This design comes from an exercise in tuning for small area, a short achievable clock period and few clock cycles on the open sky130 flow, not from production work. RTL that was checked went through simulation tests only; none was proved equivalent to the original.

run A:
==> flow/design.v (excerpt) <==
module brv32p_muldiv (
  input  logic        clk,
  input  logic        rst_n,
  input  logic        start,
  input  logic        hold,        
  input  logic [2:0]  op,          
  input  logic [31:0] a,           
  input  logic [31:0] b,           
  output logic [31:0] result,
  output logic        busy,
  output logic        valid        
);
clock: 16.0 ns
lec_check: 0
cap_margin: 20
core_margin: 2
core_utilization: 45
place_density: 0.6
setup_slack_margin: 2
slew_margin: 20
standard.sh (not shown) runs the stock make flow with config.mk's settings and CLKGATE_MAP_FILE= SYNTH_SCRIPT=/design/flow/synth_recipe.tcl, a recipe that flattens the netlist after the stock synthesis.
==> flow/flow/run.sh <==
#!/bin/bash
# Own flow: the standard layout, except that the synthesis maps the logic
# with an area-oriented ABC script (flow/abc_area.script) in place of ORFS's
# speed script. Everything else, registers included, is the standard synthesis:
# the same synth_recipe.tcl and ORFS synth.tcl, with only the abc call's script
# swapped. Timing is then repaired by the standard placement and CTS steps.
# Port buffers are buf_2 cells instead of ORFS's default pick.
set -euo pipefail
W=$(pwd)
FLOWDIR=$(cd "$(dirname "${BASH_SOURCE[0]}")" && pwd)

# ORFS synth.tcl with the abc script replaced
sed "s#log_cmd abc {\*}\$abc_args#log_cmd abc {*}[lreplace \$abc_args 0 1 -script $FLOWDIR/abc_area.script]#" \
  "$FLOW_HOME/scripts/synth.tcl" > "$W/own_synth_body.tcl"
grep -q "abc_area.script" "$W/own_synth_body.tcl"
sed "s#source \$::env(SCRIPTS_DIR)/synth.tcl#source $W/own_synth_body.tcl#" \
  "$W/synth_recipe.tcl" > "$W/own_synth.tcl"
grep -q "own_synth_body.tcl" "$W/own_synth.tcl"

# standard.sh with the synthesis script swapped, for the synthesis step only
sed "s#SYNTH_SCRIPT=[^ ]*#SYNTH_SCRIPT=$W/own_synth.tcl#" "$W/standard.sh" > "$W/own_standard.sh"
grep -q "own_synth.tcl" "$W/own_standard.sh"
# standard.sh whose port buffers are buf_2 cells (ORFS's default pick is a
# delay cell); every port still gets its buffer
sed "s#CLKGATE_MAP_FILE= #CLKGATE_MAP_FILE= BUFFER_PORTS_ARGS=-buffer_cell\\\\ sky130_fd_sc_hd__buf_2 #" "$W/standard.sh" > "$W/own_finish.sh"
grep -q "BUFFER_PORTS_ARGS" "$W/own_finish.sh"

bash "$W/own_standard.sh" synth > "$W/synth_make.log" 2>&1
bash "$W/own_finish.sh" finish > "$W/finish_make.log" 2>&1
test -f "$W/out/final.def"
==> flow/flow/abc_area.script <==
&get -n
&st
&dch
&nf
&st
&dch
&nf
&put
topo
stime -c
Run A finished every step from synthesis to the final layout, and the layout passed the timing, design-rule and antenna checks.
#### Input delta (run B over run A)
- swapping 45 for 50 in CORE_UTILIZATION
- swapping 0.6 for 0.65 in PLACE_DENSITY
==> flow/flow/abc_area.script <==
&get -n
&st
&dch
&nf -D 11000
&put
topo
stime -c
Findings:
When run B is measured against run A, its post-synthesis to final-layout area growth turns out 1.3 points lower. Relative to run A, the non-clock inverter instance count of the final layout measured on run B has decreased by more than 10%. The run with more setup slack is run B; run A has less. The lower initial cell density of the core of run A and run B is in run A. [compare] base=run A new=run B: non-clock buffer count fell 15%, total global routing track utilization rose 0.31 points, sequential portion of the cell area about even, fraction of layout instances using a drive strength above 1 fell 1.3 points, clock sink count about even. Area share of xor/xnor cells in the synthesized design for run B: 1.8 points up relative to run A.
#### Input delta (run C over run B)
- PLACE_DENSITY changed from 0.65 to 0.75
- CORE_UTILIZATION changed from 50 to 60
### Flow results
Both conditions hold for run C: the flow ran to the end and the final layout passed the timing, design-rule and antenna checks. Utilization: run C vs run B up 10 points. Comparing run B and run C, the higher number of cells on the critical path was measured on run B.
The inputs of run D differ from those of run C as listed below.
- CORE_UTILIZATION now 55, was 60
- PLACE_DENSITY now 0.85, was 0.75
==> comparison <==
- In the route summary, run D ends up with a via count exceeding that of run C.
- Minimum period implied by the final worst setup slack ends up higher on run C.
- Sequential share of layout area of run D is on par with run C.
- On run D: placement-stage worst setup slack is 0.19 ns lower than what run C gave.
- Comparing run D and run C, fraction of final layout cells sized beyond drive strength 1 is lower on run C.
- Top achievable clock speed ends up higher on run D.
- Taking run C as the reference point, the biggest fanout along the worst timing path of run D falls by 13.
- Run D: global-route met1 utilization is 4.4 points lower than what run C reported.
- Wire length of the first global-routing pass is lower on run C
- Summary of the comparison: number of tap instances is higher in run D, relative to run C.
- Cmp run D vs run C: minimum setup slack in the final design higher in run D
#### Input delta (run E over run D)
- PLACE_DENSITY changed from 0.85 to 0.6
- SETUP_SLACK_MARGIN changed from 2 to 1.5
- CORE_UTILIZATION changed from 55 to 45
## What came out
Cmp run D and run E / met2 wire length / higher: run E
Cell with the largest stage delay on the worst path: sky130_fd_sc_hd__nor2b_2 -> run D, sky130_fd_sc_hd__nor2b_4 -> run E
Run E gives more minimum clock period after layout than run D did.
From run D to run E the numbers moved as follows: die area up about 22%.
The following lists how run F was set up differently from run E:
- a change of SETUP_SLACK_MARGIN from 1.5 to 2
==> notes.md <==
Run F: total via count after detailed routing 569 above run E. The beginning of the critical path comes out b[15] in one run and b[17] in the other, namely in run F and run E respectively. Diff run F and run E: worst-case reg-to-reg path depth lower in run E. From run E to run F the numbers moved as follows: post-placement cell area neither gained nor lost much; number of clock buffers in the layout +1. On number of enable-type register cells in the synthesized netlist, run F and run E are basically level. Post-route met1 wirelength grows by a few percent when moving from run E to run F. Comparing run E against run F, there is no change at all in area taken by flip-flops and latches. Comparing the two runs side by side, run F comes out behind run E on routed wire length. Compare run F and run E | global-route usage lower: run F. In run F, the core utilization came out 0.90 points above the value in run E. Compared run F vs run E, and count of placed standard cells in the final layout, fillers left out is up in run F.
No run of this note included a check of the RTL's function; only the layout flow was run.

---

exp/amber:
Another version of the RTL of brv32p_muldiv (not shown whole).
Size: ~4100 cells after synthesis, ~38000 um2 of cells after synthesis.
Settings: LEC_CHECK=0, CAP_MARGIN=20, CORE_MARGIN=2, CORE_UTILIZATION=55, PLACE_DENSITY=0.7, SETUP_SLACK_MARGIN=2, SLEW_MARGIN=20; clock period 16.0 ns.
==> flow/flow/run.sh <==
#!/bin/bash
# Own flow: the standard layout, except that the synthesis maps the logic
# with an area-oriented ABC script (flow/abc_area.script) in place of ORFS's
# speed script. Everything else, registers included, is the standard synthesis:
# the same synth_recipe.tcl and ORFS synth.tcl, with only the abc call's script
# swapped and synth's fine stage run without its generic abc pass. Timing is
# then repaired by the standard placement and CTS steps.
# Port buffers are buf_2 cells instead of ORFS's default pick.
set -euo pipefail
W=$(pwd)
FLOWDIR=$(cd "$(dirname "${BASH_SOURCE[0]}")" && pwd)

# ORFS synth.tcl with the abc script replaced
sed "s#log_cmd abc {\*}\$abc_args#log_cmd abc {*}[lreplace \$abc_args 0 1 -script $FLOWDIR/abc_area.script]#" \
  "$FLOW_HOME/scripts/synth.tcl" > "$W/own_synth_body.tcl"
grep -q "abc_area.script" "$W/own_synth_body.tcl"
# no generic abc pass inside synth's fine stage: extract_fa then finds the
# design's adders in their own polarity, without inverters between them
sed -i "s#synth -top \$::env(DESIGN_NAME) -run fine: {\*}\$synth_full_args#synth -top \$::env(DESIGN_NAME) -run fine: -noabc {*}\$synth_full_args#" "$W/own_synth_body.tcl"
grep -q "run fine: -noabc" "$W/own_synth_body.tcl"
sed "s#source \$::env(SCRIPTS_DIR)/synth.tcl#source $W/own_synth_body.tcl#" \
  "$W/synth_recipe.tcl" > "$W/own_synth.tcl"
grep -q "own_synth_body.tcl" "$W/own_synth.tcl"

# standard.sh with the synthesis script swapped, for the synthesis step only
sed "s#SYNTH_SCRIPT=[^ ]*#SYNTH_SCRIPT=$W/own_synth.tcl#" "$W/standard.sh" > "$W/own_standard.sh"
grep -q "own_synth.tcl" "$W/own_standard.sh"
# standard.sh whose port buffers are buf_2 cells (ORFS's default pick is a
# delay cell); every port still gets its buffer
sed "s#CLKGATE_MAP_FILE= #CLKGATE_MAP_FILE= BUFFER_PORTS_ARGS=-buffer_cell\\\\ sky130_fd_sc_hd__buf_2 #" "$W/standard.sh" > "$W/own_finish.sh"
grep -q "BUFFER_PORTS_ARGS" "$W/own_finish.sh"

bash "$W/own_standard.sh" synth > "$W/synth_make.log" 2>&1
bash "$W/own_finish.sh" finish > "$W/finish_make.log" 2>&1
test -f "$W/out/final.def"
==> flow/flow/abc_area.script <==
&get -n
&st
&dch
&nf -R 1000
&put
topo
stime -c
No stage failed in exp/amber, and the final checks on the layout all came back clean.
Testbench counts of exp/amber, summed over its fixed seeds: cycles 17,273.
Setup changes, exp/amber to exp/umber
==> flow/flow/abc_area.script <==
&get -n
&st
&dch
&nf -D 11000
&put
topo
stime -c
Findings:
Across both runs, via count of the first global-routing pass was lower for exp/umber than for exp/amber. Diff exp/amber..exp/umber | number of cell rows | unchanged. | number of top-level design ports | exp/amber vs exp/umber | ≈ equal |. exp/amber fits on a die that is smaller than the die of exp/umber. Going from exp/amber to exp/umber, the wire length after detailed routing was found to have gone down by 2.5%. Run comparison: exp/amber master of the slowest instance on the critical path sky130_fd_sc_hd__fa_1; exp/umber master of the slowest instance on the critical path sky130_fd_sc_hd__nand2b_1.
#### Input delta (exp/raven over exp/umber)
==> flow/flow/abc_area.script <==
&get -n
&st
&dch
&nf
&st
&dch
&nf
&put
topo
stime -c
==> notes.md <==
exp/raven ran to completion and came out clean on the timing, design-rule and antenna checks.
Taking exp/umber as the reference, in exp/raven clock network contribution to total cell area was more or less identical; core utilization was more or less identical; cell area was more or less identical.

[afterwards: timing with drivers on the ports]
The flow's constraints put no driver on any port. The routed layouts listed below were extracted and timed again, unchanged, in two steps.
Step 1: set_driving_cell puts a clkbuf_16 on clk and a buf_2 on each other input, an assumption about the parent block.
Step 2 moves the port delays by t, midway between the first and last clock arrival at a register: inputs arrive t later, outputs are due t later. That takes back most of the time a late clock gives input paths.
a / b / c = ideal / step 1 / step 2; a / b = the first two.
run | t, ns | setup slack, ns | clock arrival spread, ns | slew at the worst register clock pin (ns) | worst data-port slew with drivers (ns)
run A | 0.446 | 2.134 / 2.070 / 2.070 | 0.028 / 0.028 | 0.10 / 0.10 | 0.12
run B | 0.443 | 2.183 / 2.099 / 2.099 | 0.020 / 0.020 | 0.09 / 0.09 | 0.12
run C | 0.433 | 2.064 / 2.041 / 2.041 | 0.016 / 0.015 | 0.08 / 0.08 | 0.12
run D | 0.423 | 2.138 / 2.120 / 2.120 | 0.018 / 0.018 | 0.09 / 0.09 | 0.15
run E | 0.438 | 1.713 / 1.692 / 1.692 | 0.013 / 0.013 | 0.09 / 0.09 | 0.12
run F | 0.443 | 2.120 / 2.040 / 2.040 | 0.020 / 0.020 | 0.09 / 0.09 | 0.10
exp/amber | 0.430 | 2.088 / 2.039 / 2.039 | 0.010 / 0.010 | 0.08 / 0.08 | 0.14
exp/umber | 0.424 | 2.163 / 2.108 / 2.108 | 0.014 / 0.014 | 0.08 / 0.08 | 0.09
exp/raven | 0.411 | 1.938 / 1.859 / 1.859 | 0.015 / 0.016 | 0.10 / 0.10 | 0.15
After both steps every run listed still meets setup and hold. For run B, which loses most, drivers alone change the setup slack by -0.084 ns; drivers and shift together by -0.084 ns.
